Background: an optimization exercise with open tools, aiming at small area and a short achievable clock period. Do not read the settings as production practice.
The RTL was checked by simulation tests, not by an equivalence proof against the original design.

==> flow/run.sh <==
#!/bin/bash
# Standard ORFS layout, with the port buffers made of buf_2 cells instead of the default choice.
set -euo pipefail
bash standard.sh "BUFFER_PORTS_ARGS=-buffer_cell sky130_fd_sc_hd__buf_2" finish > make_finish.log 2>&1
==> standard.sh <==
#!/bin/bash
# synth_recipe.tcl (not shown) runs the flow's synth.tcl, then flattens the netlist and writes it again
# the make line also repeats each setting of config.mk as NAME=value (left out here)
make -C /OpenROAD-flow-scripts/flow DESIGN_CONFIG=/design/flow/config.mk WORK_HOME=/design/flow/orfs CLKGATE_MAP_FILE= SYNTH_SCRIPT=/design/flow/synth_recipe.tcl "${@:-finish}"
==> config.mk <==
export PLATFORM = sky130hd
export DESIGN_NAME = MACRegister
export DESIGN_NICKNAME = MACRegister
export VERILOG_FILES = /design/flow/design.v
export SDC_FILE = /design/flow/constraint.sdc
export NUM_CORES = 4
export LEC_CHECK = 0
export CAP_MARGIN = 20
export CORE_MARGIN = 2
export CORE_UTILIZATION = 40
export SETUP_SLACK_MARGIN = 1.0
export SLEW_MARGIN = 20
export SYNTH_HIERARCHICAL = 1
export SYNTH_MINIMUM_KEEP_SIZE = 0
==> constraint.sdc <==
create_clock -name core_clock -period 19.0 [get_ports {clk}]
set_input_delay 3.8000 -clock core_clock [delete_from_list [all_inputs] [get_ports {clk}]]
set_output_delay 3.8000 -clock core_clock [all_outputs]
set_load 0.01 [all_outputs]
==> design.v <==
`timescale 1ns / 1ps
module HalfAdder(
    input a,
    input b,
    output f,
    output carryOut
    );
    assign f = a ^ b;
    assign carryOut = a & b;
endmodule
module HalfAdderN(
    input an,
    input bn,
    output fn,
    output carryOutN
    );
    assign fn = ~(an ^ bn);
    assign carryOutN = an | bn;
endmodule
`timescale 1ns / 1ps
module FullAdder(
    input a,
    input b,
    input carryIn,
    output sum,
    output carryOut
    );
    assign sum = a ^ b ^ carryIn;
    assign carryOut = (a & b) | (a & carryIn) | (b & carryIn);
endmodule
`timescale 1ns / 1ps
module MACRegister(
    input clk,
    input rst,
    input [1:0] opcode,
    input [15:0] a,
    input [15:0] b,
    output [31:0] dataOut
    );
    reg [31:0] register;
    assign dataOut = register;
    wire [31:0] rt;
    assign rt = ~register;
    wire pp_0_0 = ~(a[0] & b[0]);
    wire pp_0_1 = ~(a[0] & b[1]);
    wire pp_0_2 = ~(a[0] & b[2]);
    wire pp_0_3 = ~(a[0] & b[3]);
    wire pp_0_4 = ~(a[0] & b[4]);
    wire pp_0_5 = ~(a[0] & b[5]);
    wire pp_0_6 = ~(a[0] & b[6]);
    wire pp_0_7 = ~(a[0] & b[7]);
    wire pp_0_8 = ~(a[0] & b[8]);
    wire pp_0_9 = ~(a[0] & b[9]);
    wire pp_0_10 = ~(a[0] & b[10]);
    wire pp_0_11 = ~(a[0] & b[11]);
    wire pp_0_12 = ~(a[0] & b[12]);
    wire pp_0_13 = ~(a[0] & b[13]);
    wire pp_0_14 = ~(a[0] & b[14]);
    wire pp_0_15 = ~(a[0] & b[15]);
    wire pp_1_0 = ~(a[1] & b[0]);
    wire pp_1_1 = ~(a[1] & b[1]);
    wire pp_1_2 = ~(a[1] & b[2]);
    wire pp_1_3 = ~(a[1] & b[3]);
    wire pp_1_4 = ~(a[1] & b[4]);
    wire pp_1_5 = ~(a[1] & b[5]);
    wire pp_1_6 = ~(a[1] & b[6]);
    wire pp_1_7 = ~(a[1] & b[7]);
    wire pp_1_8 = ~(a[1] & b[8]);
    wire pp_1_9 = ~(a[1] & b[9]);
    wire pp_1_10 = ~(a[1] & b[10]);
    wire pp_1_11 = ~(a[1] & b[11]);
    wire pp_1_12 = ~(a[1] & b[12]);
    wire pp_1_13 = ~(a[1] & b[13]);
    wire pp_1_14 = ~(a[1] & b[14]);
    wire pp_1_15 = ~(a[1] & b[15]);
    wire pp_2_0 = ~(a[2] & b[0]);
    wire pp_2_1 = ~(a[2] & b[1]);
    wire pp_2_2 = ~(a[2] & b[2]);
    wire pp_2_3 = ~(a[2] & b[3]);
    wire pp_2_4 = ~(a[2] & b[4]);
    wire pp_2_5 = ~(a[2] & b[5]);
    wire pp_2_6 = ~(a[2] & b[6]);
    wire pp_2_7 = ~(a[2] & b[7]);
    wire pp_2_8 = ~(a[2] & b[8]);
    wire pp_2_9 = ~(a[2] & b[9]);
    wire pp_2_10 = ~(a[2] & b[10]);
    wire pp_2_11 = ~(a[2] & b[11]);
    wire pp_2_12 = ~(a[2] & b[12]);
    wire pp_2_13 = ~(a[2] & b[13]);
    wire pp_2_14 = ~(a[2] & b[14]);
    wire pp_2_15 = ~(a[2] & b[15]);
    wire pp_3_0 = ~(a[3] & b[0]);
    wire pp_3_1 = ~(a[3] & b[1]);
    wire pp_3_2 = ~(a[3] & b[2]);
    wire pp_3_3 = ~(a[3] & b[3]);
    wire pp_3_4 = ~(a[3] & b[4]);
    wire pp_3_5 = ~(a[3] & b[5]);
    wire pp_3_6 = ~(a[3] & b[6]);
    wire pp_3_7 = ~(a[3] & b[7]);
    wire pp_3_8 = ~(a[3] & b[8]);
    wire pp_3_9 = ~(a[3] & b[9]);
    wire pp_3_10 = ~(a[3] & b[10]);
    wire pp_3_11 = ~(a[3] & b[11]);
    wire pp_3_12 = ~(a[3] & b[12]);
    wire pp_3_13 = ~(a[3] & b[13]);
    wire pp_3_14 = ~(a[3] & b[14]);
    wire pp_3_15 = ~(a[3] & b[15]);
    wire pp_4_0 = ~(a[4] & b[0]);
    wire pp_4_1 = ~(a[4] & b[1]);
    wire pp_4_2 = ~(a[4] & b[2]);
    wire pp_4_3 = ~(a[4] & b[3]);
    wire pp_4_4 = ~(a[4] & b[4]);
    wire pp_4_5 = ~(a[4] & b[5]);
    wire pp_4_6 = ~(a[4] & b[6]);
    wire pp_4_7 = ~(a[4] & b[7]);
    wire pp_4_8 = ~(a[4] & b[8]);
    wire pp_4_9 = ~(a[4] & b[9]);
    wire pp_4_10 = ~(a[4] & b[10]);
    wire pp_4_11 = ~(a[4] & b[11]);
    wire pp_4_12 = ~(a[4] & b[12]);
    wire pp_4_13 = ~(a[4] & b[13]);
    wire pp_4_14 = ~(a[4] & b[14]);
    wire pp_4_15 = ~(a[4] & b[15]);
    wire pp_5_0 = ~(a[5] & b[0]);
    wire pp_5_1 = ~(a[5] & b[1]);
    wire pp_5_2 = ~(a[5] & b[2]);
    wire pp_5_3 = ~(a[5] & b[3]);
    wire pp_5_4 = ~(a[5] & b[4]);
    wire pp_5_5 = ~(a[5] & b[5]);
    wire pp_5_6 = ~(a[5] & b[6]);
    wire pp_5_7 = ~(a[5] & b[7]);
    wire pp_5_8 = ~(a[5] & b[8]);
    wire pp_5_9 = ~(a[5] & b[9]);
    wire pp_5_10 = ~(a[5] & b[10]);
    wire pp_5_11 = ~(a[5] & b[11]);
    wire pp_5_12 = ~(a[5] & b[12]);
    wire pp_5_13 = ~(a[5] & b[13]);
    wire pp_5_14 = ~(a[5] & b[14]);
    wire pp_5_15 = ~(a[5] & b[15]);
    wire pp_6_0 = ~(a[6] & b[0]);
    wire pp_6_1 = ~(a[6] & b[1]);
    wire pp_6_2 = ~(a[6] & b[2]);
    wire pp_6_3 = ~(a[6] & b[3]);
    wire pp_6_4 = ~(a[6] & b[4]);
    wire pp_6_5 = ~(a[6] & b[5]);
    wire pp_6_6 = ~(a[6] & b[6]);
    wire pp_6_7 = ~(a[6] & b[7]);
    wire pp_6_8 = ~(a[6] & b[8]);
    wire pp_6_9 = ~(a[6] & b[9]);
    wire pp_6_10 = ~(a[6] & b[10]);
    wire pp_6_11 = ~(a[6] & b[11]);
    wire pp_6_12 = ~(a[6] & b[12]);
    wire pp_6_13 = ~(a[6] & b[13]);
    wire pp_6_14 = ~(a[6] & b[14]);
    wire pp_6_15 = ~(a[6] & b[15]);
    wire pp_7_0 = ~(a[7] & b[0]);
    wire pp_7_1 = ~(a[7] & b[1]);
    wire pp_7_2 = ~(a[7] & b[2]);
    wire pp_7_3 = ~(a[7] & b[3]);
    wire pp_7_4 = ~(a[7] & b[4]);
    wire pp_7_5 = ~(a[7] & b[5]);
    wire pp_7_6 = ~(a[7] & b[6]);
    wire pp_7_7 = ~(a[7] & b[7]);
    wire pp_7_8 = ~(a[7] & b[8]);
    wire pp_7_9 = ~(a[7] & b[9]);
    wire pp_7_10 = ~(a[7] & b[10]);
    wire pp_7_11 = ~(a[7] & b[11]);
    wire pp_7_12 = ~(a[7] & b[12]);
    wire pp_7_13 = ~(a[7] & b[13]);
    wire pp_7_14 = ~(a[7] & b[14]);
    wire pp_7_15 = ~(a[7] & b[15]);
    wire pp_8_0 = ~(a[8] & b[0]);
    wire pp_8_1 = ~(a[8] & b[1]);
    wire pp_8_2 = ~(a[8] & b[2]);
    wire pp_8_3 = ~(a[8] & b[3]);
    wire pp_8_4 = ~(a[8] & b[4]);
    wire pp_8_5 = ~(a[8] & b[5]);
    wire pp_8_6 = ~(a[8] & b[6]);
    wire pp_8_7 = ~(a[8] & b[7]);
    wire pp_8_8 = ~(a[8] & b[8]);
    wire pp_8_9 = ~(a[8] & b[9]);
    wire pp_8_10 = ~(a[8] & b[10]);
    wire pp_8_11 = ~(a[8] & b[11]);
    wire pp_8_12 = ~(a[8] & b[12]);
    wire pp_8_13 = ~(a[8] & b[13]);
    wire pp_8_14 = ~(a[8] & b[14]);
    wire pp_8_15 = ~(a[8] & b[15]);
    wire pp_9_0 = ~(a[9] & b[0]);
    wire pp_9_1 = ~(a[9] & b[1]);
    wire pp_9_2 = ~(a[9] & b[2]);
    wire pp_9_3 = ~(a[9] & b[3]);
    wire pp_9_4 = ~(a[9] & b[4]);
    wire pp_9_5 = ~(a[9] & b[5]);
    wire pp_9_6 = ~(a[9] & b[6]);
    wire pp_9_7 = ~(a[9] & b[7]);
    wire pp_9_8 = ~(a[9] & b[8]);
    wire pp_9_9 = ~(a[9] & b[9]);
    wire pp_9_10 = ~(a[9] & b[10]);
    wire pp_9_11 = ~(a[9] & b[11]);
    wire pp_9_12 = ~(a[9] & b[12]);
    wire pp_9_13 = ~(a[9] & b[13]);
    wire pp_9_14 = ~(a[9] & b[14]);
    wire pp_9_15 = ~(a[9] & b[15]);
    wire pp_10_0 = ~(a[10] & b[0]);
    wire pp_10_1 = ~(a[10] & b[1]);
    wire pp_10_2 = ~(a[10] & b[2]);
    wire pp_10_3 = ~(a[10] & b[3]);
    wire pp_10_4 = ~(a[10] & b[4]);
    wire pp_10_5 = ~(a[10] & b[5]);
    wire pp_10_6 = ~(a[10] & b[6]);
    wire pp_10_7 = ~(a[10] & b[7]);
    wire pp_10_8 = ~(a[10] & b[8]);
    wire pp_10_9 = ~(a[10] & b[9]);
    wire pp_10_10 = ~(a[10] & b[10]);
    wire pp_10_11 = ~(a[10] & b[11]);
    wire pp_10_12 = ~(a[10] & b[12]);
    wire pp_10_13 = ~(a[10] & b[13]);
    wire pp_10_14 = ~(a[10] & b[14]);
    wire pp_10_15 = ~(a[10] & b[15]);
    wire pp_11_0 = ~(a[11] & b[0]);
    wire pp_11_1 = ~(a[11] & b[1]);
    wire pp_11_2 = ~(a[11] & b[2]);
    wire pp_11_3 = ~(a[11] & b[3]);
    wire pp_11_4 = ~(a[11] & b[4]);
    wire pp_11_5 = ~(a[11] & b[5]);
    wire pp_11_6 = ~(a[11] & b[6]);
    wire pp_11_7 = ~(a[11] & b[7]);
    wire pp_11_8 = ~(a[11] & b[8]);
    wire pp_11_9 = ~(a[11] & b[9]);
    wire pp_11_10 = ~(a[11] & b[10]);
    wire pp_11_11 = ~(a[11] & b[11]);
    wire pp_11_12 = ~(a[11] & b[12]);
    wire pp_11_13 = ~(a[11] & b[13]);
    wire pp_11_14 = ~(a[11] & b[14]);
    wire pp_11_15 = ~(a[11] & b[15]);
    wire pp_12_0 = ~(a[12] & b[0]);
    wire pp_12_1 = ~(a[12] & b[1]);
    wire pp_12_2 = ~(a[12] & b[2]);
    wire pp_12_3 = ~(a[12] & b[3]);
    wire pp_12_4 = ~(a[12] & b[4]);
    wire pp_12_5 = ~(a[12] & b[5]);
    wire pp_12_6 = ~(a[12] & b[6]);
    wire pp_12_7 = ~(a[12] & b[7]);
    wire pp_12_8 = ~(a[12] & b[8]);
    wire pp_12_9 = ~(a[12] & b[9]);
    wire pp_12_10 = ~(a[12] & b[10]);
    wire pp_12_11 = ~(a[12] & b[11]);
    wire pp_12_12 = ~(a[12] & b[12]);
    wire pp_12_13 = ~(a[12] & b[13]);
    wire pp_12_14 = ~(a[12] & b[14]);
    wire pp_12_15 = ~(a[12] & b[15]);
    wire pp_13_0 = ~(a[13] & b[0]);
    wire pp_13_1 = ~(a[13] & b[1]);
    wire pp_13_2 = ~(a[13] & b[2]);
    wire pp_13_3 = ~(a[13] & b[3]);
    wire pp_13_4 = ~(a[13] & b[4]);
    wire pp_13_5 = ~(a[13] & b[5]);
    wire pp_13_6 = ~(a[13] & b[6]);
    wire pp_13_7 = ~(a[13] & b[7]);
    wire pp_13_8 = ~(a[13] & b[8]);
    wire pp_13_9 = ~(a[13] & b[9]);
    wire pp_13_10 = ~(a[13] & b[10]);
    wire pp_13_11 = ~(a[13] & b[11]);
    wire pp_13_12 = ~(a[13] & b[12]);
    wire pp_13_13 = ~(a[13] & b[13]);
    wire pp_13_14 = ~(a[13] & b[14]);
    wire pp_13_15 = ~(a[13] & b[15]);
    wire pp_14_0 = ~(a[14] & b[0]);
    wire pp_14_1 = ~(a[14] & b[1]);
    wire pp_14_2 = ~(a[14] & b[2]);
    wire pp_14_3 = ~(a[14] & b[3]);
    wire pp_14_4 = ~(a[14] & b[4]);
    wire pp_14_5 = ~(a[14] & b[5]);
    wire pp_14_6 = ~(a[14] & b[6]);
    wire pp_14_7 = ~(a[14] & b[7]);
    wire pp_14_8 = ~(a[14] & b[8]);
    wire pp_14_9 = ~(a[14] & b[9]);
    wire pp_14_10 = ~(a[14] & b[10]);
    wire pp_14_11 = ~(a[14] & b[11]);
    wire pp_14_12 = ~(a[14] & b[12]);
    wire pp_14_13 = ~(a[14] & b[13]);
    wire pp_14_14 = ~(a[14] & b[14]);
    wire pp_14_15 = ~(a[14] & b[15]);
    wire pp_15_0 = ~(a[15] & b[0]);
    wire pp_15_1 = ~(a[15] & b[1]);
    wire pp_15_2 = ~(a[15] & b[2]);
    wire pp_15_3 = ~(a[15] & b[3]);
    wire pp_15_4 = ~(a[15] & b[4]);
    wire pp_15_5 = ~(a[15] & b[5]);
    wire pp_15_6 = ~(a[15] & b[6]);
    wire pp_15_7 = ~(a[15] & b[7]);
    wire pp_15_8 = ~(a[15] & b[8]);
    wire pp_15_9 = ~(a[15] & b[9]);
    wire pp_15_10 = ~(a[15] & b[10]);
    wire pp_15_11 = ~(a[15] & b[11]);
    wire pp_15_12 = ~(a[15] & b[12]);
    wire pp_15_13 = ~(a[15] & b[13]);
    wire pp_15_14 = ~(a[15] & b[14]);
    wire pp_15_15 = ~(a[15] & b[15]);
    wire s1;
    wire c2;
    wire s3;
    wire c4;
    wire s5;
    wire c6;
    wire s7;
    wire c8;
    wire s9;
    wire c10;
    wire s11;
    wire c12;
    wire s13;
    wire c14;
    wire s15;
    wire c16;
    wire s17;
    wire c18;
    wire s19;
    wire c20;
    wire s21;
    wire c22;
    wire s23;
    wire c24;
    wire s25;
    wire c26;
    wire s27;
    wire c28;
    wire s29;
    wire c30;
    wire s31;
    wire c32;
    wire s33;
    wire c34;
    wire s35;
    wire c36;
    wire s37;
    wire c38;
    wire s39;
    wire c40;
    wire s41;
    wire c42;
    wire s43;
    wire c44;
    wire s45;
    wire c46;
    wire s47;
    wire c48;
    wire s49;
    wire c50;
    wire s51;
    wire c52;
    wire s53;
    wire c54;
    wire s55;
    wire c56;
    wire s57;
    wire c58;
    wire s59;
    wire c60;
    wire s61;
    wire c62;
    wire s63;
    wire c64;
    wire s65;
    wire c66;
    wire s67;
    wire c68;
    wire s69;
    wire c70;
    wire s71;
    wire c72;
    wire s73;
    wire c74;
    wire s75;
    wire c76;
    wire s77;
    wire c78;
    wire s79;
    wire c80;
    wire s81;
    wire c82;
    wire s83;
    wire c84;
    wire s85;
    wire c86;
    wire s87;
    wire c88;
    wire s89;
    wire c90;
    wire s91;
    wire c92;
    wire s93;
    wire c94;
    wire s95;
    wire c96;
    wire s97;
    wire c98;
    wire s99;
    wire c100;
    wire s101;
    wire c102;
    wire s103;
    wire c104;
    wire s105;
    wire c106;
    wire s107;
    wire c108;
    wire s109;
    wire c110;
    wire s111;
    wire c112;
    wire s113;
    wire c114;
    wire s115;
    wire c116;
    wire s117;
    wire c118;
    wire s119;
    wire c120;
    wire s121;
    wire c122;
    wire s123;
    wire c124;
    wire s125;
    wire c126;
    wire s127;
    wire c128;
    wire s129;
    wire c130;
    wire s131;
    wire c132;
    wire s133;
    wire c134;
    wire s135;
    wire c136;
    wire s137;
    wire c138;
    wire s139;
    wire c140;
    wire s141;
    wire c142;
    wire s143;
    wire c144;
    wire s145;
    wire c146;
    wire s147;
    wire c148;
    wire s149;
    wire c150;
    wire s151;
    wire c152;
    wire s153;
    wire c154;
    wire s155;
    wire c156;
    wire s157;
    wire c158;
    wire s159;
    wire c160;
    wire s161;
    wire c162;
    wire s163;
    wire c164;
    wire s165;
    wire c166;
    wire s167;
    wire c168;
    wire s169;
    wire c170;
    wire s171;
    wire c172;
    wire s173;
    wire c174;
    wire s175;
    wire c176;
    wire s177;
    wire c178;
    wire s179;
    wire c180;
    wire s181;
    wire c182;
    wire s183;
    wire c184;
    wire s185;
    wire c186;
    wire s187;
    wire c188;
    wire s189;
    wire c190;
    wire s191;
    wire c192;
    wire s193;
    wire c194;
    wire s195;
    wire c196;
    wire s197;
    wire c198;
    wire s199;
    wire c200;
    wire s201;
    wire c202;
    wire s203;
    wire c204;
    wire s205;
    wire c206;
    wire s207;
    wire c208;
    wire s209;
    wire c210;
    wire s211;
    wire c212;
    wire s213;
    wire c214;
    wire s215;
    wire c216;
    wire s217;
    wire c218;
    wire s219;
    wire c220;
    wire s221;
    wire c222;
    wire s223;
    wire c224;
    wire s225;
    wire c226;
    wire s227;
    wire c228;
    wire s229;
    wire c230;
    wire s231;
    wire c232;
    wire s233;
    wire c234;
    wire s235;
    wire c236;
    wire s237;
    wire c238;
    wire s239;
    wire c240;
    wire s241;
    wire c242;
    wire s243;
    wire c244;
    wire s245;
    wire c246;
    wire s247;
    wire c248;
    wire s249;
    wire c250;
    wire s251;
    wire c252;
    wire s253;
    wire c254;
    wire s255;
    wire c256;
    wire s257;
    wire c258;
    wire s259;
    wire c260;
    wire s261;
    wire c262;
    wire s263;
    wire c264;
    wire s265;
    wire c266;
    wire s267;
    wire c268;
    wire s269;
    wire c270;
    wire s271;
    wire c272;
    wire s273;
    wire c274;
    wire s275;
    wire c276;
    wire s277;
    wire c278;
    wire s279;
    wire c280;
    wire s281;
    wire c282;
    wire s283;
    wire c284;
    wire s285;
    wire c286;
    wire s287;
    wire c288;
    wire s289;
    wire c290;
    wire s291;
    wire c292;
    wire s293;
    wire c294;
    wire s295;
    wire c296;
    wire s297;
    wire c298;
    wire s299;
    wire c300;
    wire s301;
    wire c302;
    wire s303;
    wire c304;
    wire s305;
    wire c306;
    wire s307;
    wire c308;
    wire s309;
    wire c310;
    wire s311;
    wire c312;
    wire s313;
    wire c314;
    wire s315;
    wire c316;
    wire s317;
    wire c318;
    wire s319;
    wire c320;
    wire s321;
    wire c322;
    wire s323;
    wire c324;
    wire s325;
    wire c326;
    wire s327;
    wire c328;
    wire s329;
    wire c330;
    wire s331;
    wire c332;
    wire s333;
    wire c334;
    wire s335;
    wire c336;
    wire s337;
    wire c338;
    wire s339;
    wire c340;
    wire s341;
    wire c342;
    wire s343;
    wire c344;
    wire s345;
    wire c346;
    wire s347;
    wire c348;
    wire s349;
    wire c350;
    wire s351;
    wire c352;
    wire s353;
    wire c354;
    wire s355;
    wire c356;
    wire s357;
    wire c358;
    wire s359;
    wire c360;
    wire s361;
    wire c362;
    wire s363;
    wire c364;
    wire s365;
    wire c366;
    wire s367;
    wire c368;
    wire s369;
    wire c370;
    wire s371;
    wire c372;
    wire s373;
    wire c374;
    wire s375;
    wire c376;
    wire s377;
    wire c378;
    wire s379;
    wire c380;
    wire s381;
    wire c382;
    wire s383;
    wire c384;
    wire s385;
    wire c386;
    wire s387;
    wire c388;
    wire s389;
    wire c390;
    wire s391;
    wire c392;
    wire s393;
    wire c394;
    wire s395;
    wire c396;
    wire s397;
    wire c398;
    wire s399;
    wire c400;
    wire s401;
    wire c402;
    wire s403;
    wire c404;
    wire s405;
    wire c406;
    wire s407;
    wire c408;
    wire s409;
    wire c410;
    wire s411;
    wire c412;
    wire s413;
    wire c414;
    wire s415;
    wire c416;
    wire s417;
    wire c418;
    wire s419;
    wire c420;
    wire s421;
    wire c422;
    wire s423;
    wire c424;
    wire s425;
    wire c426;
    wire s427;
    wire c428;
    wire s429;
    wire c430;
    wire s431;
    wire c432;
    wire s433;
    wire c434;
    wire s435;
    wire c436;
    wire s437;
    wire c438;
    wire s439;
    wire c440;
    wire s441;
    wire c442;
    wire s443;
    wire c444;
    wire s445;
    wire c446;
    wire s447;
    wire c448;
    wire s449;
    wire c450;
    wire s451;
    wire c452;
    wire s453;
    wire c454;
    wire s455;
    wire c456;
    wire s457;
    wire c458;
    wire s459;
    wire c460;
    wire s461;
    wire c462;
    wire s463;
    wire c464;
    wire s465;
    wire c466;
    wire s467;
    wire c468;
    wire s469;
    wire c470;
    wire s471;
    wire c472;
    wire s473;
    wire c474;
    wire s475;
    wire c476;
    wire s477;
    wire c478;
    wire s479;
    wire c480;
    HalfAdderN ha0(rt[1], pp_0_1, s1, c2);
    FullAdder fa0(rt[2], pp_0_2, pp_1_1, s3, c4);
    HalfAdderN ha1(pp_2_0, c2, s5, c6);
    FullAdder fa1(rt[3], pp_0_3, pp_1_2, s7, c8);
    FullAdder fa2(pp_2_1, pp_3_0, c4, s9, c10);
    HalfAdderN ha2(s7, c6, s11, c12);
    FullAdder fa3(rt[4], pp_0_4, pp_1_3, s13, c14);
    FullAdder fa4(pp_2_2, pp_3_1, pp_4_0, s15, c16);
    FullAdder fa5(c8, s13, s15, s17, c18);
    HalfAdderN ha3(c10, c12, s19, c20);
    FullAdder fa6(rt[5], pp_0_5, pp_1_4, s21, c22);
    FullAdder fa7(pp_2_3, pp_3_2, pp_4_1, s23, c24);
    FullAdder fa8(pp_5_0, c14, c16, s25, c26);
    FullAdder fa9(s21, s23, c18, s27, c28);
    HalfAdderN ha4(s25, c20, s29, c30);
    FullAdder fa10(rt[6], pp_0_6, pp_1_5, s31, c32);
    FullAdder fa11(pp_2_4, pp_3_3, pp_4_2, s33, c34);
    FullAdder fa12(pp_5_1, pp_6_0, c22, s35, c36);
    FullAdder fa13(c24, s31, s33, s37, c38);
    FullAdder fa14(c26, s35, s37, s39, c40);
    HalfAdderN ha5(c28, c30, s41, c42);
    FullAdder fa15(rt[7], pp_0_7, pp_1_6, s43, c44);
    FullAdder fa16(pp_2_5, pp_3_4, pp_4_3, s45, c46);
    FullAdder fa17(pp_5_2, pp_6_1, pp_7_0, s47, c48);
    FullAdder fa18(c32, c34, s43, s49, c50);
    FullAdder fa19(s45, s47, c36, s51, c52);
    FullAdder fa20(c38, s49, s51, s53, c54);
    HalfAdderN ha6(c40, c42, s55, c56);
    FullAdder fa21(rt[8], pp_0_8, pp_1_7, s57, c58);
    FullAdder fa22(pp_2_6, pp_3_5, pp_4_4, s59, c60);
    FullAdder fa23(pp_5_3, pp_6_2, pp_7_1, s61, c62);
    FullAdder fa24(pp_8_0, c44, c46, s63, c64);
    FullAdder fa25(c48, s57, s59, s65, c66);
    FullAdder fa26(s61, c50, s63, s67, c68);
    FullAdder fa27(s65, c52, s67, s69, c70);
    HalfAdderN ha7(c54, s69, s71, c72);
    FullAdder fa28(rt[9], pp_0_9, pp_1_8, s73, c74);
    FullAdder fa29(pp_2_7, pp_3_6, pp_4_5, s75, c76);
    FullAdder fa30(pp_5_4, pp_6_3, pp_7_2, s77, c78);
    FullAdder fa31(pp_8_1, pp_9_0, c58, s79, c80);
    FullAdder fa32(c60, c62, s73, s81, c82);
    FullAdder fa33(s75, s77, c64, s83, c84);
    FullAdder fa34(c66, s79, s81, s85, c86);
    FullAdder fa35(c68, s83, s85, s87, c88);
    HalfAdderN ha8(c70, s87, s89, c90);
    FullAdder fa36(rt[10], pp_0_10, pp_10_0, s91, c92);
    FullAdder fa37(pp_1_9, pp_2_8, pp_3_7, s93, c94);
    FullAdder fa38(pp_4_6, pp_5_5, pp_6_4, s95, c96);
    FullAdder fa39(pp_7_3, pp_8_2, pp_9_1, s97, c98);
    FullAdder fa40(c74, c76, c78, s99, c100);
    FullAdder fa41(s91, s93, s95, s101, c102);
    FullAdder fa42(s97, c80, c82, s103, c104);
    FullAdder fa43(s99, s101, c84, s105, c106);
    FullAdder fa44(c86, s103, s105, s107, c108);
    HalfAdderN ha9(c88, s107, s109, c110);
    FullAdder fa45(rt[11], pp_0_11, pp_10_1, s111, c112);
    FullAdder fa46(pp_11_0, pp_1_10, pp_2_9, s113, c114);
    FullAdder fa47(pp_3_8, pp_4_7, pp_5_6, s115, c116);
    FullAdder fa48(pp_6_5, pp_7_4, pp_8_3, s117, c118);
    FullAdder fa49(pp_9_2, c92, c94, s119, c120);
    FullAdder fa50(c96, c98, s111, s121, c122);
    FullAdder fa51(s113, s115, s117, s123, c124);
    FullAdder fa52(c100, c102, s119, s125, c126);
    FullAdder fa53(s121, s123, c104, s127, c128);
    FullAdder fa54(s125, c106, s127, s129, c130);
    HalfAdderN ha10(c108, s129, s131, c132);
    FullAdder fa55(rt[12], pp_0_12, pp_10_2, s133, c134);
    FullAdder fa56(pp_11_1, pp_12_0, pp_1_11, s135, c136);
    FullAdder fa57(pp_2_10, pp_3_9, pp_4_8, s137, c138);
    FullAdder fa58(pp_5_7, pp_6_6, pp_7_5, s139, c140);
    FullAdder fa59(pp_8_4, pp_9_3, c112, s141, c142);
    FullAdder fa60(c114, c116, c118, s143, c144);
    FullAdder fa61(s133, s135, s137, s145, c146);
    FullAdder fa62(s139, c120, c122, s147, c148);
    FullAdder fa63(c124, s141, s143, s149, c150);
    FullAdder fa64(s145, c126, s147, s151, c152);
    FullAdder fa65(s149, c128, s151, s153, c154);
    HalfAdderN ha11(c130, s153, s155, c156);
    FullAdder fa66(rt[13], pp_0_13, pp_10_3, s157, c158);
    FullAdder fa67(pp_11_2, pp_12_1, pp_13_0, s159, c160);
    FullAdder fa68(pp_1_12, pp_2_11, pp_3_10, s161, c162);
    FullAdder fa69(pp_4_9, pp_5_8, pp_6_7, s163, c164);
    FullAdder fa70(pp_7_6, pp_8_5, pp_9_4, s165, c166);
    FullAdder fa71(c134, c136, c138, s167, c168);
    FullAdder fa72(c140, s157, s159, s169, c170);
    FullAdder fa73(s161, s163, s165, s171, c172);
    FullAdder fa74(c142, c144, c146, s173, c174);
    FullAdder fa75(s167, s169, s171, s175, c176);
    FullAdder fa76(c148, c150, s173, s177, c178);
    FullAdder fa77(s175, c152, s177, s179, c180);
    HalfAdderN ha12(c154, s179, s181, c182);
    FullAdder fa78(rt[14], pp_0_14, pp_10_4, s183, c184);
    FullAdder fa79(pp_11_3, pp_12_2, pp_13_1, s185, c186);
    FullAdder fa80(pp_14_0, pp_1_13, pp_2_12, s187, c188);
    FullAdder fa81(pp_3_11, pp_4_10, pp_5_9, s189, c190);
    FullAdder fa82(pp_6_8, pp_7_7, pp_8_6, s191, c192);
    FullAdder fa83(pp_9_5, c158, c160, s193, c194);
    FullAdder fa84(c162, c164, c166, s195, c196);
    FullAdder fa85(s183, s185, s187, s197, c198);
    FullAdder fa86(s189, s191, c168, s199, c200);
    FullAdder fa87(c170, c172, s193, s201, c202);
    FullAdder fa88(s195, s197, c174, s203, c204);
    FullAdder fa89(s199, c176, s201, s205, c206);
    FullAdder fa90(c178, s203, s205, s207, c208);
    HalfAdderN ha13(c180, s207, s209, c210);
    FullAdder fa91(rt[15], pp_0_15, pp_10_5, s211, c212);
    FullAdder fa92(pp_11_4, pp_12_3, pp_13_2, s213, c214);
    FullAdder fa93(pp_14_1, pp_15_0, pp_1_14, s215, c216);
    FullAdder fa94(pp_2_13, pp_3_12, pp_4_11, s217, c218);
    FullAdder fa95(pp_5_10, pp_6_9, pp_7_8, s219, c220);
    FullAdder fa96(pp_8_7, pp_9_6, c184, s221, c222);
    FullAdder fa97(c186, c188, c190, s223, c224);
    FullAdder fa98(c192, s211, s213, s225, c226);
    FullAdder fa99(s215, s217, s219, s227, c228);
    FullAdder fa100(c194, c196, c198, s229, c230);
    FullAdder fa101(s221, s223, s225, s231, c232);
    FullAdder fa102(s227, c200, c202, s233, c234);
    FullAdder fa103(s229, s231, c204, s235, c236);
    FullAdder fa104(c206, s233, s235, s237, c238);
    HalfAdderN ha14(c208, c210, s239, c240);
    FullAdder fa105(rt[16], pp_10_6, pp_11_5, s241, c242);
    FullAdder fa106(pp_12_4, pp_13_3, pp_14_2, s243, c244);
    FullAdder fa107(pp_15_1, pp_1_15, pp_2_14, s245, c246);
    FullAdder fa108(pp_3_13, pp_4_12, pp_5_11, s247, c248);
    FullAdder fa109(pp_6_10, pp_7_9, pp_8_8, s249, c250);
    FullAdder fa110(pp_9_7, c212, c214, s251, c252);
    FullAdder fa111(c216, c218, c220, s253, c254);
    FullAdder fa112(s241, s243, s245, s255, c256);
    FullAdder fa113(s247, s249, c222, s257, c258);
    FullAdder fa114(c224, c226, c228, s259, c260);
    FullAdder fa115(s251, s253, s255, s261, c262);
    FullAdder fa116(c230, s257, c232, s263, c264);
    FullAdder fa117(s259, s261, c234, s265, c266);
    FullAdder fa118(s263, c236, s265, s267, c268);
    HalfAdderN ha15(c238, s267, s269, c270);
    FullAdder fa119(rt[17], pp_10_7, pp_11_6, s271, c272);
    FullAdder fa120(pp_12_5, pp_13_4, pp_14_3, s273, c274);
    FullAdder fa121(pp_15_2, pp_2_15, pp_3_14, s275, c276);
    FullAdder fa122(pp_4_13, pp_5_12, pp_6_11, s277, c278);
    FullAdder fa123(pp_7_10, pp_8_9, pp_9_8, s279, c280);
    FullAdder fa124(c242, c244, c246, s281, c282);
    FullAdder fa125(c248, c250, s271, s283, c284);
    FullAdder fa126(s273, s275, s277, s285, c286);
    FullAdder fa127(s279, c252, c254, s287, c288);
    FullAdder fa128(c256, s281, s283, s289, c290);
    FullAdder fa129(s285, c258, c260, s291, c292);
    FullAdder fa130(s287, c262, s289, s293, c294);
    FullAdder fa131(c264, s291, s293, s295, c296);
    FullAdder fa132(c266, s295, c268, s297, c298);
    FullAdder fa133(rt[18], pp_10_8, pp_11_7, s299, c300);
    FullAdder fa134(pp_12_6, pp_13_5, pp_14_4, s301, c302);
    FullAdder fa135(pp_15_3, pp_3_15, pp_4_14, s303, c304);
    FullAdder fa136(pp_5_13, pp_6_12, pp_7_11, s305, c306);
    FullAdder fa137(pp_8_10, pp_9_9, c272, s307, c308);
    FullAdder fa138(c274, c276, c278, s309, c310);
    FullAdder fa139(c280, s299, s301, s311, c312);
    FullAdder fa140(s303, s305, c282, s313, c314);
    FullAdder fa141(c284, c286, s307, s315, c316);
    FullAdder fa142(s309, s311, c288, s317, c318);
    FullAdder fa143(s313, c290, s315, s319, c320);
    FullAdder fa144(c292, s317, c294, s321, c322);
    FullAdder fa145(s319, c296, s321, s323, c324);
    FullAdder fa146(rt[19], pp_10_9, pp_11_8, s325, c326);
    FullAdder fa147(pp_12_7, pp_13_6, pp_14_5, s327, c328);
    FullAdder fa148(pp_15_4, pp_4_15, pp_5_14, s329, c330);
    FullAdder fa149(pp_6_13, pp_7_12, pp_8_11, s331, c332);
    FullAdder fa150(pp_9_10, c300, c302, s333, c334);
    FullAdder fa151(c304, c306, s325, s335, c336);
    FullAdder fa152(s327, s329, s331, s337, c338);
    FullAdder fa153(c308, c310, c312, s339, c340);
    FullAdder fa154(s333, s335, s337, s341, c342);
    FullAdder fa155(c314, c316, s339, s343, c344);
    FullAdder fa156(s341, c318, c320, s345, c346);
    FullAdder fa157(s343, c322, s345, s347, c348);
    FullAdder fa158(rt[20], pp_10_10, pp_11_9, s349, c350);
    FullAdder fa159(pp_12_8, pp_13_7, pp_14_6, s351, c352);
    FullAdder fa160(pp_15_5, pp_5_15, pp_6_14, s353, c354);
    FullAdder fa161(pp_7_13, pp_8_12, pp_9_11, s355, c356);
    FullAdder fa162(c326, c328, c330, s357, c358);
    FullAdder fa163(c332, s349, s351, s359, c360);
    FullAdder fa164(s353, s355, c334, s361, c362);
    FullAdder fa165(c336, c338, s357, s363, c364);
    FullAdder fa166(s359, c340, s361, s365, c366);
    FullAdder fa167(c342, s363, c344, s367, c368);
    FullAdder fa168(s365, c346, s367, s369, c370);
    FullAdder fa169(rt[21], pp_10_11, pp_11_10, s371, c372);
    FullAdder fa170(pp_12_9, pp_13_8, pp_14_7, s373, c374);
    FullAdder fa171(pp_15_6, pp_6_15, pp_7_14, s375, c376);
    FullAdder fa172(pp_8_13, pp_9_12, c350, s377, c378);
    FullAdder fa173(c352, c354, c356, s379, c380);
    FullAdder fa174(s371, s373, s375, s381, c382);
    FullAdder fa175(c358, c360, s377, s383, c384);
    FullAdder fa176(s379, s381, c362, s385, c386);
    FullAdder fa177(c364, s383, c366, s387, c388);
    FullAdder fa178(s385, c368, s387, s389, c390);
    FullAdder fa179(rt[22], pp_10_12, pp_11_11, s391, c392);
    FullAdder fa180(pp_12_10, pp_13_9, pp_14_8, s393, c394);
    FullAdder fa181(pp_15_7, pp_7_15, pp_8_14, s395, c396);
    FullAdder fa182(pp_9_13, c372, c374, s397, c398);
    FullAdder fa183(c376, s391, s393, s399, c400);
    FullAdder fa184(s395, c378, c380, s401, c402);
    FullAdder fa185(c382, s397, s399, s403, c404);
    FullAdder fa186(c384, s401, s403, s405, c406);
    FullAdder fa187(c386, s405, c388, s407, c408);
    FullAdder fa188(rt[23], pp_10_13, pp_11_12, s409, c410);
    FullAdder fa189(pp_12_11, pp_13_10, pp_14_9, s411, c412);
    FullAdder fa190(pp_15_8, pp_8_15, pp_9_14, s413, c414);
    FullAdder fa191(c392, c394, c396, s415, c416);
    FullAdder fa192(s409, s411, s413, s417, c418);
    FullAdder fa193(c398, c400, s415, s419, c420);
    FullAdder fa194(s417, c402, c404, s421, c422);
    FullAdder fa195(s419, c406, s421, s423, c424);
    FullAdder fa196(rt[24], pp_10_14, pp_11_13, s425, c426);
    FullAdder fa197(pp_12_12, pp_13_11, pp_14_10, s427, c428);
    FullAdder fa198(pp_15_9, pp_9_15, c410, s429, c430);
    FullAdder fa199(c412, c414, s425, s431, c432);
    FullAdder fa200(s427, c416, c418, s433, c434);
    FullAdder fa201(s429, s431, c420, s435, c436);
    FullAdder fa202(s433, c422, s435, s437, c438);
    FullAdder fa203(rt[25], pp_10_15, pp_11_14, s439, c440);
    FullAdder fa204(pp_12_13, pp_13_12, pp_14_11, s441, c442);
    FullAdder fa205(pp_15_10, c426, c428, s443, c444);
    FullAdder fa206(s439, s441, c430, s445, c446);
    FullAdder fa207(c432, s443, c434, s447, c448);
    FullAdder fa208(s445, c436, s447, s449, c450);
    FullAdder fa209(rt[26], pp_11_15, pp_12_14, s451, c452);
    FullAdder fa210(pp_13_13, pp_14_12, pp_15_11, s453, c454);
    FullAdder fa211(c440, c442, s451, s455, c456);
    FullAdder fa212(s453, c444, s455, s457, c458);
    FullAdder fa213(c446, s457, c448, s459, c460);
    FullAdder fa214(rt[27], pp_12_15, pp_13_14, s461, c462);
    FullAdder fa215(pp_14_13, pp_15_12, c452, s463, c464);
    FullAdder fa216(c454, s461, c456, s465, c466);
    FullAdder fa217(s463, c458, s465, s467, c468);
    FullAdder fa218(rt[28], pp_13_15, pp_14_14, s469, c470);
    FullAdder fa219(pp_15_13, c462, s469, s471, c472);
    FullAdder fa220(c464, s471, c466, s473, c474);
    FullAdder fa221(rt[29], pp_14_15, pp_15_14, s475, c476);
    FullAdder fa222(c470, s475, c472, s477, c478);
    FullAdder fa223(rt[30], pp_15_15, c476, s479, c480);
    wire [31:0] x = {rt[31], s479, s477, c468, s467, c450, c438, c424, s423, c390, c370, c348, c324, s323, c270, c240, s237, c182, c156, c132, c110, c90, c72, c56, s53, s39, s27, s17, s9, s3, pp_1_0, rt[0]};
    wire [31:0] y = {c480, c478, c474, s473, c460, s459, s449, s437, c408, s407, s389, s369, s347, c298, s297, s269, s239, s209, s181, s155, s131, s109, s89, s71, s55, s41, s29, s19, s11, s5, s1, pp_0_0};
    wire [31:0] st;   
    wire [31:0] g0 = x & y;
    wire [31:0] p0 = x ^ y;
    wire gc0 = g0[0] | p0[0];   
    wire G481 = g0[1] | (p0[1] & gc0);
    wire P482 = 1'b0;
    wire G483 = g0[3] | (p0[3] & g0[2]);
    wire P484 = p0[3] & p0[2];
    wire G485 = g0[5] | (p0[5] & g0[4]);
    wire P486 = p0[5] & p0[4];
    wire G487 = g0[7] | (p0[7] & g0[6]);
    wire P488 = p0[7] & p0[6];
    wire G489 = g0[9] | (p0[9] & g0[8]);
    wire P490 = p0[9] & p0[8];
    wire G491 = g0[11] | (p0[11] & g0[10]);
    wire P492 = p0[11] & p0[10];
    wire G493 = g0[13] | (p0[13] & g0[12]);
    wire P494 = p0[13] & p0[12];
    wire G495 = g0[15] | (p0[15] & g0[14]);
    wire P496 = p0[15] & p0[14];
    wire G497 = g0[17] | (p0[17] & g0[16]);
    wire P498 = p0[17] & p0[16];
    wire G499 = g0[19] | (p0[19] & g0[18]);
    wire P500 = p0[19] & p0[18];
    wire G501 = g0[21] | (p0[21] & g0[20]);
    wire P502 = p0[21] & p0[20];
    wire G503 = g0[23] | (p0[23] & g0[22]);
    wire P504 = p0[23] & p0[22];
    wire G505 = g0[25] | (p0[25] & g0[24]);
    wire P506 = p0[25] & p0[24];
    wire G507 = g0[27] | (p0[27] & g0[26]);
    wire P508 = p0[27] & p0[26];
    wire G509 = g0[29] | (p0[29] & g0[28]);
    wire P510 = p0[29] & p0[28];
    wire G511 = g0[31] | (p0[31] & g0[30]);
    wire P512 = p0[31] & p0[30];
    wire G513 = g0[2] | (p0[2] & G481);
    wire P514 = 1'b0;
    wire G515 = G483 | (P484 & G481);
    wire P516 = 1'b0;
    wire G517 = g0[6] | (p0[6] & G485);
    wire P518 = p0[6] & P486;
    wire G519 = G487 | (P488 & G485);
    wire P520 = P488 & P486;
    wire G521 = g0[10] | (p0[10] & G489);
    wire P522 = p0[10] & P490;
    wire G523 = G491 | (P492 & G489);
    wire P524 = P492 & P490;
    wire G525 = g0[14] | (p0[14] & G493);
    wire P526 = p0[14] & P494;
    wire G527 = G495 | (P496 & G493);
    wire P528 = P496 & P494;
    wire G529 = g0[18] | (p0[18] & G497);
    wire P530 = p0[18] & P498;
    wire G531 = G499 | (P500 & G497);
    wire P532 = P500 & P498;
    wire G533 = g0[22] | (p0[22] & G501);
    wire P534 = p0[22] & P502;
    wire G535 = G503 | (P504 & G501);
    wire P536 = P504 & P502;
    wire G537 = g0[26] | (p0[26] & G505);
    wire P538 = p0[26] & P506;
    wire G539 = G507 | (P508 & G505);
    wire P540 = P508 & P506;
    wire G541 = g0[30] | (p0[30] & G509);
    wire P542 = p0[30] & P510;
    wire G543 = G511 | (P512 & G509);
    wire P544 = P512 & P510;
    wire G545 = g0[4] | (p0[4] & G515);
    wire P546 = 1'b0;
    wire G547 = G485 | (P486 & G515);
    wire P548 = 1'b0;
    wire G549 = G517 | (P518 & G515);
    wire P550 = 1'b0;
    wire G551 = G519 | (P520 & G515);
    wire P552 = 1'b0;
    wire G553 = g0[12] | (p0[12] & G523);
    wire P554 = p0[12] & P524;
    wire G555 = G493 | (P494 & G523);
    wire P556 = P494 & P524;
    wire G557 = G525 | (P526 & G523);
    wire P558 = P526 & P524;
    wire G559 = G527 | (P528 & G523);
    wire P560 = P528 & P524;
    wire G561 = g0[20] | (p0[20] & G531);
    wire P562 = p0[20] & P532;
    wire G563 = G501 | (P502 & G531);
    wire P564 = P502 & P532;
    wire G565 = G533 | (P534 & G531);
    wire P566 = P534 & P532;
    wire G567 = G535 | (P536 & G531);
    wire P568 = P536 & P532;
    wire G569 = g0[28] | (p0[28] & G539);
    wire P570 = p0[28] & P540;
    wire G571 = G509 | (P510 & G539);
    wire P572 = P510 & P540;
    wire G573 = G541 | (P542 & G539);
    wire P574 = P542 & P540;
    wire G575 = G543 | (P544 & G539);
    wire P576 = P544 & P540;
    wire G577 = g0[8] | (p0[8] & G551);
    wire P578 = 1'b0;
    wire G579 = G489 | (P490 & G551);
    wire P580 = 1'b0;
    wire G581 = G521 | (P522 & G551);
    wire P582 = 1'b0;
    wire G583 = G523 | (P524 & G551);
    wire P584 = 1'b0;
    wire G585 = G553 | (P554 & G551);
    wire P586 = 1'b0;
    wire G587 = G555 | (P556 & G551);
    wire P588 = 1'b0;
    wire G589 = G557 | (P558 & G551);
    wire P590 = 1'b0;
    wire G591 = G559 | (P560 & G551);
    wire P592 = 1'b0;
    wire G593 = g0[24] | (p0[24] & G567);
    wire P594 = p0[24] & P568;
    wire G595 = G505 | (P506 & G567);
    wire P596 = P506 & P568;
    wire G597 = G537 | (P538 & G567);
    wire P598 = P538 & P568;
    wire G599 = G539 | (P540 & G567);
    wire P600 = P540 & P568;
    wire G601 = G569 | (P570 & G567);
    wire P602 = P570 & P568;
    wire G603 = G571 | (P572 & G567);
    wire P604 = P572 & P568;
    wire G605 = G573 | (P574 & G567);
    wire P606 = P574 & P568;
    wire G607 = G575 | (P576 & G567);
    wire P608 = P576 & P568;
    wire G609 = g0[16] | (p0[16] & G591);
    wire P610 = 1'b0;
    wire G611 = G497 | (P498 & G591);
    wire P612 = 1'b0;
    wire G613 = G529 | (P530 & G591);
    wire P614 = 1'b0;
    wire G615 = G531 | (P532 & G591);
    wire P616 = 1'b0;
    wire G617 = G561 | (P562 & G591);
    wire P618 = 1'b0;
    wire G619 = G563 | (P564 & G591);
    wire P620 = 1'b0;
    wire G621 = G565 | (P566 & G591);
    wire P622 = 1'b0;
    wire G623 = G567 | (P568 & G591);
    wire P624 = 1'b0;
    wire G625 = G593 | (P594 & G591);
    wire P626 = 1'b0;
    wire G627 = G595 | (P596 & G591);
    wire P628 = 1'b0;
    wire G629 = G597 | (P598 & G591);
    wire P630 = 1'b0;
    wire G631 = G599 | (P600 & G591);
    wire P632 = 1'b0;
    wire G633 = G601 | (P602 & G591);
    wire P634 = 1'b0;
    wire G635 = G603 | (P604 & G591);
    wire P636 = 1'b0;
    wire G637 = G605 | (P606 & G591);
    wire P638 = 1'b0;
    wire G639 = G607 | (P608 & G591);
    wire P640 = 1'b0;
    assign st[0] = p0[0] ^ 1'b1;
    assign st[1] = p0[1] ^ gc0;
    assign st[2] = p0[2] ^ G481;
    assign st[3] = p0[3] ^ G513;
    assign st[4] = p0[4] ^ G515;
    assign st[5] = p0[5] ^ G545;
    assign st[6] = p0[6] ^ G547;
    assign st[7] = p0[7] ^ G549;
    assign st[8] = p0[8] ^ G551;
    assign st[9] = p0[9] ^ G577;
    assign st[10] = p0[10] ^ G579;
    assign st[11] = p0[11] ^ G581;
    assign st[12] = p0[12] ^ G583;
    assign st[13] = p0[13] ^ G585;
    assign st[14] = p0[14] ^ G587;
    assign st[15] = p0[15] ^ G589;
    assign st[16] = p0[16] ^ G591;
    assign st[17] = p0[17] ^ G609;
    assign st[18] = p0[18] ^ G611;
    assign st[19] = p0[19] ^ G613;
    assign st[20] = p0[20] ^ G615;
    assign st[21] = p0[21] ^ G617;
    assign st[22] = p0[22] ^ G619;
    assign st[23] = p0[23] ^ G621;
    assign st[24] = p0[24] ^ G623;
    assign st[25] = p0[25] ^ G625;
    assign st[26] = p0[26] ^ G627;
    assign st[27] = p0[27] ^ G629;
    assign st[28] = p0[28] ^ G631;
    assign st[29] = p0[29] ^ G633;
    assign st[30] = p0[30] ^ G635;
    assign st[31] = p0[31] ^ G637;
    always @ (posedge clk) begin
        if (rst)
            register <= 32'd0;
        else case (opcode)
            2'd1: register <= {a, b};
            2'd2: register <= ~st;
        endcase
    end
endmodule
==> flow_metrics.tcl, run 1 <==
set metrics [dict create \
    yosys_warnings 7 \
    numCtsBuffers 5 \
    hold_path_depth 2 \
    holdBufCountCts 0 \
    die_h_microns 154 \
    initial_core_util_pct 41.0 \
    drv_slew 0 \
    r2r_slack_ns 13.32 \
    grt_max_degree 58 \
    setup_tns_ns 0 \
    ys_seq_elements 32 \
    fin_worst_skew_ns 0.00826 \
    core_sq_um 22000 \
    max_cap_viol_count 0 \
    setup_viol 0 \
    cts.htree.levels 2 \
    antenna_found_initial 0 \
    totalWireLength_mm 27.0 \
    post_cts_buffers 0 \
    io_pins 68 \
    clock_latency_ns 0.29 \
    synth_top_area_share_pct 50.9 \
    synthCells 1001 \
    multi_input_area_sq_um 7640 \
    drc_errors 0 \
    slew_headroom_pct 24.5 \
    clock.fmax_mhz 108 \
    cts_resized 0 \
    worstSetupPathType "input port to register" \
    dpl.hpwl_mm 19.8 \
    ys_top_cells_by_area "fa_1 (51%), nand2_1 (11%), dfxtp_1 (7.1%), ha_1 (6.5%), inv_1 (4.6%)" \
    worstPathArrival_ns 9.50 \
    slowest_stage "fa_1" \
    drt_first_pass_iters 5 \
    rr_endpoint "register[29]" \
    yosys.area.top_type "fa_1" \
    worst_pin_slew_ns 1.13 \
    cp-start-kind "input port" \
    grt-ovfl-total 0 \
    portBuffers 67 \
    cts_buffer_depth 2 \
    finalHoldViolCount 0 \
    syn_area_per_cell_sq_um 8.99 \
    vias 7192 \
    crit_path_end_kind "register" \
    rsz0062_at_grt "false" \
    n_antenna_cell 0 \
    reg.largest.list "register x32" \
    hold-path-endpoint "register[20]" \
    gp_congestion 0.874 \
    grtUsageTotal_pct 24.0 \
    min_from "register[20]" \
    wl_per_cell_microns 21.2 \
    async_reset_ff_share_pct 0 \
    synth_ff_type "dfxtp_1" \
    synth.distinct_cells 57 \
    area_growth_pct 6.13 \
    status "finished clean" \
    largest_reg_flops 32 \
    clk_pin_slew_ns 0.06 \
    period_share_pct 48.8 \
    timing.rr.start "register[13]" \
    crit_chain "buf_2 > nand2_1 > fa_1 > fa_1 > fa_1 > fa_1 > fa_1 > fa_1 > fa_1 > ha_1 > a21oi_1 > nand2_1 > a221o_1 > a22o_1 > o31a_1 > or3_1 > a31oi_1 > a31o_1" \
    drive_above_1_share_pct 8.92 \
    worst_ep_required_time_ns 19.23 \
    drtIter0Drc 490 \
    synth_edf_count 0 \
    cp_max_fo 17 \
    numClockSinks 32 \
    finalCriticalPeriod_ns 9.27 \
    cts_tree "yes" \
    rows 54 \
    regMostFlops "register" \
    first_global_vias 7837 \
    hp-class "register to register" \
    viasPerCell 5.63 \
    rr_worst_depth 17 \
    ant_nets 0 \
    nets 1309 \
    fillCellCount 2165 \
    seq_area_frac_synth_pct 7.12 \
    whs_ns 0.495 \
    grt_pass1_wl_mm 43.6 \
    regArea_sq_um 641 \
    synthesis.area_sq_um 9000 \
    cts_root_buf "clkbuf_16" \
    cp_common_cell "fa_1" \
    chipWidth_microns 154 \
    die-area_sq_um 23700 \
    critPathMaxStageDelay_ns 0.53 \
    syn_nets 1313 \
]
## worst max-delay path by stage
stage,to,depth (start not counted),from
2_1_floorplan,register[29],19,b[7]
3_3_place_gp,register[29],18,a[1]
3_5_place_dp,register[29],18,b[6]
4_1_cts,register[29],18,b[6]
5_1_grt,register[27],22,b[10]
6_report,register[29],18,a[1]
## cells in the mapped netlist (2+ instances only)
library cell / instances
a211o_1: 2
a211oi_1: 19
a21boi_0: 2
a21o_1: 4
a21oi_1: 32
a311oi_1: 2
a31o_2: 2
a31oi_1: 4
a32o_1: 2
and2_1: 2
and3_1: 6
buf_1: 7
clkbuf_1: 73
dfxtp_1: 32
fa_1: 229
ha_1: 47
inv_1: 111
nand2_1: 275
nand3_1: 8
nand4_1: 2
nor2_1: 37
nor2b_1: 5
nor3_1: 10
nor3b_1: 4
nor4_1: 3
o2111ai_1: 2
o211ai_1: 6
o21a_1: 7
o21ai_0: 17
o22ai_1: 6
o41ai_1: 2
or3_1: 5
xnor2_1: 7
xor2_1: 6
## per-stage QoR
| stage | cells | utilization (%) | cell area (sq um) | setup WS (ns) |
|---|---|---|---|---|
| global placement | 1270 | 42.8 | 9400 | 9.51 |
| floorplan | 1001 | - | 9000 | 9.68 |
| global route | 1278 | 43.5 | 9550 | 9.46 |
| finish | 1278 | 43.5 | 9550 | 9.73 |
| detailed placement | 1270 | 42.8 | 9400 | 9.44 |
| CTS | 1278 | 43.5 | 9550 | 9.73 |
## per-module statistics from Yosys, one instance, submodules excluded
module	cell area [sq um]	copies in the design
FullAdder	20.0	224
MACRegister	4080	1
HalfAdderN	27.5	16
## cell usage in the layout (no fill, tap or decap), drive strengths merged, types with 3 or more instances in the layout
| cell | count |
|---|---|
| dfxtp | 32 |
| o21a | 8 |
| a21oi | 32 |
| fa | 229 |
| or3 | 5 |
| o21ai | 17 |
| nand2 | 275 |
| buf | 69 |
| ha | 47 |
| a21o | 5 |
| and3 | 7 |
| clkbuf | 6 |
| nor3 | 10 |
| nor2 | 37 |
| a211oi | 20 |
| o211ai | 7 |
| nand3 | 8 |
| inv | 111 |
| nor2b | 5 |
| a31o | 3 |
| xnor2 | 7 |
| nor3b | 4 |
| a21boi | 3 |
| a31oi | 4 |
| o22ai | 6 |
| xor2 | 6 |
| nor4 | 3 |
## layout make-up
type,count,area share [%]
clock buffers,6,1.45
clock inverters,2,0.105
inverters,111,4.36
multi-input cells,778,80.0
flip-flops and latches,32,6.71
well taps,280,3.67
repair buffers,69,3.67
## worst max-delay path: cells and delay by family
family / cells / cell delay, ns
fa+ha+maj: 8 / 3.40
compound gates: 6 / 1.34
simple gates: 3 / 0.57
buf+inv: 1 / 0.39
## logic make-up (layout without fill, tap and decap cells)
group                    Yosys count  after routing  share of synthesized area (%)
multiplexers                       1              1                          0.111
AO/OA/AOI/OAI                    125            125                           9.57
XOR/XNOR                          13             13                           1.27
flip-flops                        32             32                           7.12
buffers and inverters            191            188                           7.97
AND/OR/NAND/NOR                  363            363                           16.5
adder cells (fa/ha/maj)          276            276                           57.5
## per-layer routing
metal,GRT usage (%),vias to the layer above,wire (microns)
met2,41.2,330,13300
met1,31.8,3688,11000
met4,6.32,0,683
met5,0,-,0
li1,-,3117,-
met3,3.61,57,1960
==> run 2: changes to the inputs <==
==> run.sh (new file) <==
#!/bin/bash
# synth_recipe.tcl (not shown) runs the flow's synth.tcl, then flattens the netlist and writes it again
# the make line also repeats each setting of config.mk as NAME=value (left out here)
make -C /OpenROAD-flow-scripts/flow DESIGN_CONFIG=/design/flow/config.mk WORK_HOME=/design/flow/orfs CLKGATE_MAP_FILE= SYNTH_SCRIPT=/design/flow/synth_recipe.tcl finish
removed: flow/run.sh
removed: standard.sh
==> flow_metrics.tcl, run 2 <==
set metrics [dict create \
    status "finished clean" \
    synth_edf_count 0 \
    synthTopCellsByCount "nand2_1 (275), fa_1 (229), inv_1 (111)" \
    first_global_vias 7756 \
    drt_first_pass_iters 5 \
    core_sq_um 22000 \
    ys_seq_elements 32 \
    timing.rr.start "register[13]" \
    vias 7192 \
    worstSetupPathType "input port to register" \
    regMostFlops "register" \
    drtIter0Drc 492 \
    io_pins 68 \
    r2r_slack_ns 13.30 \
    totalWireLength_mm 26.9 \
    wl_per_cell_microns 20.8 \
    synthesis.area_sq_um 9000 \
    critPathMaxStageDelay_ns 1.12 \
    slowest_stage "clkdlybuf4s50_1" \
    cp_common_cell "fa_1" \
    post_cts_buffers 0 \
    max_cap_viol_count 0 \
    min_from "register[19]" \
    rr_worst_depth 17 \
    drive_above_1_share_pct 3.26 \
    setup_tns_ns 0 \
    dpl.hpwl_mm 19.7 \
    cts_tree "yes" \
    initial_core_util_pct 41.0 \
    reg.largest.list "register x32" \
    viasPerCell 5.57 \
    largest_reg_flops 32 \
    dpl-instance-area_sq_um 9840 \
    synthCells 1001 \
    syn_nets 1313 \
    antenna_found_initial 0 \
    async_reset_ff_share_pct 0 \
    worst_ep_required_time_ns 19.23 \
    synthAdderAreaFrac_pct 57.5 \
    worstPathArrival_ns 10.25 \
    numClockSinks 32 \
    seq_area_frac_synth_pct 7.12 \
    ys_top_cells_by_area "fa_1 (51%), nand2_1 (11%), dfxtp_1 (7.1%), ha_1 (6.5%), inv_1 (4.6%)" \
    die-area_sq_um 23700 \
    crit_buf_inv 1 \
    fin_worst_skew_ns 0.00435 \
    portBuffers 67 \
    cts_root_buf "clkbuf_16" \
    post-synth-top-count-cell "nand2_1" \
    finalHoldViolCount 0 \
    synth.distinct_cells 57 \
    cts_resized 0 \
    ant_nets 0 \
    drv_slew 0 \
    grt_max_degree 58 \
    final_area_sq_um 9980 \
    hold-path-endpoint "register[19]" \
    synth-simple-area-share_pct 16.5 \
    area_growth_pct 10.9 \
    crit_family "adder cells" \
    cp-start-kind "input port" \
    worst_pin_slew_ns 1.07 \
    gp_congestion 0.873 \
    rsz0062_at_grt "false" \
    numCtsBuffers 5 \
    rows 54 \
    finalCriticalPeriod_ns 10.02 \
    rr_endpoint "register[29]" \
    synthXorXnorAreaFrac_pct 1.27 \
    nets 1322 \
    clock_latency_ns 0.29 \
    yosys_warnings 7 \
    cts.htree.levels 2 \
    n_antenna_cell 0 \
    setup_viol 0 \
    crit_chain "clkdlybuf4s50_1 > nand2_1 > fa_1 > fa_1 > fa_1 > fa_1 > fa_1 > fa_1 > fa_1 > ha_1 > nand3_1 > nand2_1 > a221o_1 > a22o_1 > o31a_1 > or3_1 > a31oi_1 > a31o_1" \
    grt_pass1_wl_mm 43.3 \
    chipWidth_microns 154 \
    clock.fmax_mhz 99.8 \
    crit_path_end_kind "register" \
    die_h_microns 154 \
    synth_ff_type "dfxtp_1" \
    period_share_pct 52.7 \
    synth_compound_area_share_pct 9.56 \
    clk_pin_slew_ns 0.06 \
    hold_path_depth 2 \
    yosys.area.top_type "fa_1" \
    grtUsageTotal_pct 23.8 \
    slew_headroom_pct 28.6 \
    syn_area_per_cell_sq_um 8.99 \
    drc_errors 0 \
    hp-class "register to register" \
    final_cell_mix "nand2_1 (275), fa_1 (229), inv_1 (111), clkdlybuf4s50_1 (67), ha_1 (46)" \
    synth_top_family_by_area "adder cells" \
    synth_top_area_share_pct 50.9 \
    synth_mux_area_share_pct 0.111 \
    layout_commonest_cell "nand2_1" \
    grt-ovfl-total 0 \
    holdBufCountCts 0 \
    cp_max_fo 17 \
    cts_buffer_depth 2 \
]
run 2: cell types whose count changed in the layout (fill, tap and decap cells not counted):
cell	delta
buf_4	+13
clkinv_2	-2
buf_2	-67
clkdlybuf4s50_1	+67
clkbuf_1	+2
run 2: layout make-up:
cell class	instances	area (sq um)
fillers	2136	12000
multi-input cells	778	7640
repair buffers	82	783
flip-flops and latches	32	641
inverters	111	417
well taps	280	350
clock buffers	8	146
run 2: how the worst max path moves through the flow:
stage / from / end / slack (ns) / depth (start not counted)
2_1_floorplan: b[7] / register[29] / 9.68 / 19
3_3_place_gp: a[2] / register[29] / 8.75 / 18
3_5_place_dp: a[4] / register[29] / 8.69 / 18
4_1_cts: a[4] / register[29] / 8.97 / 18
5_1_grt: b[7] / register[29] / 8.75 / 18
6_report: a[2] / register[29] / 8.98 / 18
run 2: cell families after synthesis:
kind of cell               count (synthesis)
DFF                                       32
adders and majority gates                276
AOI/OAI and AO/OA                        125
muxes                                      1
and+or+nand+nor                          363
buffers and inverters                    191
xor gates and xnor gates                  13
run 2: per-module statistics from Yosys, one instance, submodules excluded:
module,times used,flip-flops and latches,cells inside
HalfAdderN,16,0,5
MACRegister,1,32,697
FullAdder,224,0,1
run 2: worst reg2reg max path: stages, from the launching register on:
cell and delay [ns]:
dfxtp_1 0.42, inv_1 0.11, fa_1 0.50, fa_1 0.43, fa_1 0.47, fa_1 0.39
fa_1 0.46, fa_1 0.39, fa_1 0.46, ha_1 0.34, nand3_1 0.09, nand2_1 0.10
a221o_1 0.39, a22o_1 0.23, o31a_1 0.26, or3_1 0.32, a31oi_1 0.18, a31o_1 0.12
run 2: metal layers:
metal  track usage (%)  up-vias  wire length [microns]
met1              32.3     3694                  11000
met3              3.04       45                   2020
met2              40.7      313                  13200
met5                 0        -                      0
met4              5.92        0                    614
li1                  -     3140                      -
run 2: per-stage QoR:
step	hold slack (ns)	util (%)	instances	setup slack (ns)
6_report	0.493	45.5	1291	8.98
5_1_grt	0.519	45.5	1291	8.75
4_1_cts	0.495	45.5	1291	8.97
3_5_place_dp	0.482	44.8	1283	8.69
3_3_place_gp	0.475	44.8	1283	8.75
2_1_floorplan	0.498	-	1001	9.68

-- what the ideal ports hide --
Ports are ideal in the flow. The routed layouts listed here were re-timed in OpenROAD. Step 1 assumes that a clkbuf_16 drives the clock port and a buf_2 every other input. Step 2 adds t to the input delays and takes it off the output delays; t is the mean of the earliest and latest rising clock arrival at the registers after step 1. Input paths then give back, and output paths get back, about the clock's delay inside the block. a / b / c = ideal / step 1 / step 2; a / b = the first two.
run	shift t [ns]	setup slack, ns	worst setup path after step 2	clock arrival spread, ns	worst data-port slew with drivers (ns)
run 1	0.326	9.730 / 9.737 / 9.411	input to register	0.008 / 0.008	0.03
run 2	0.324	8.982 / 8.988 / 8.664	input to register	0.004 / 0.005	0.04
After both steps setup and hold are still met in every run listed. For run 1, which loses most, drivers alone change the setup slack by +0.007 ns; drivers and shift together by -0.319 ns.
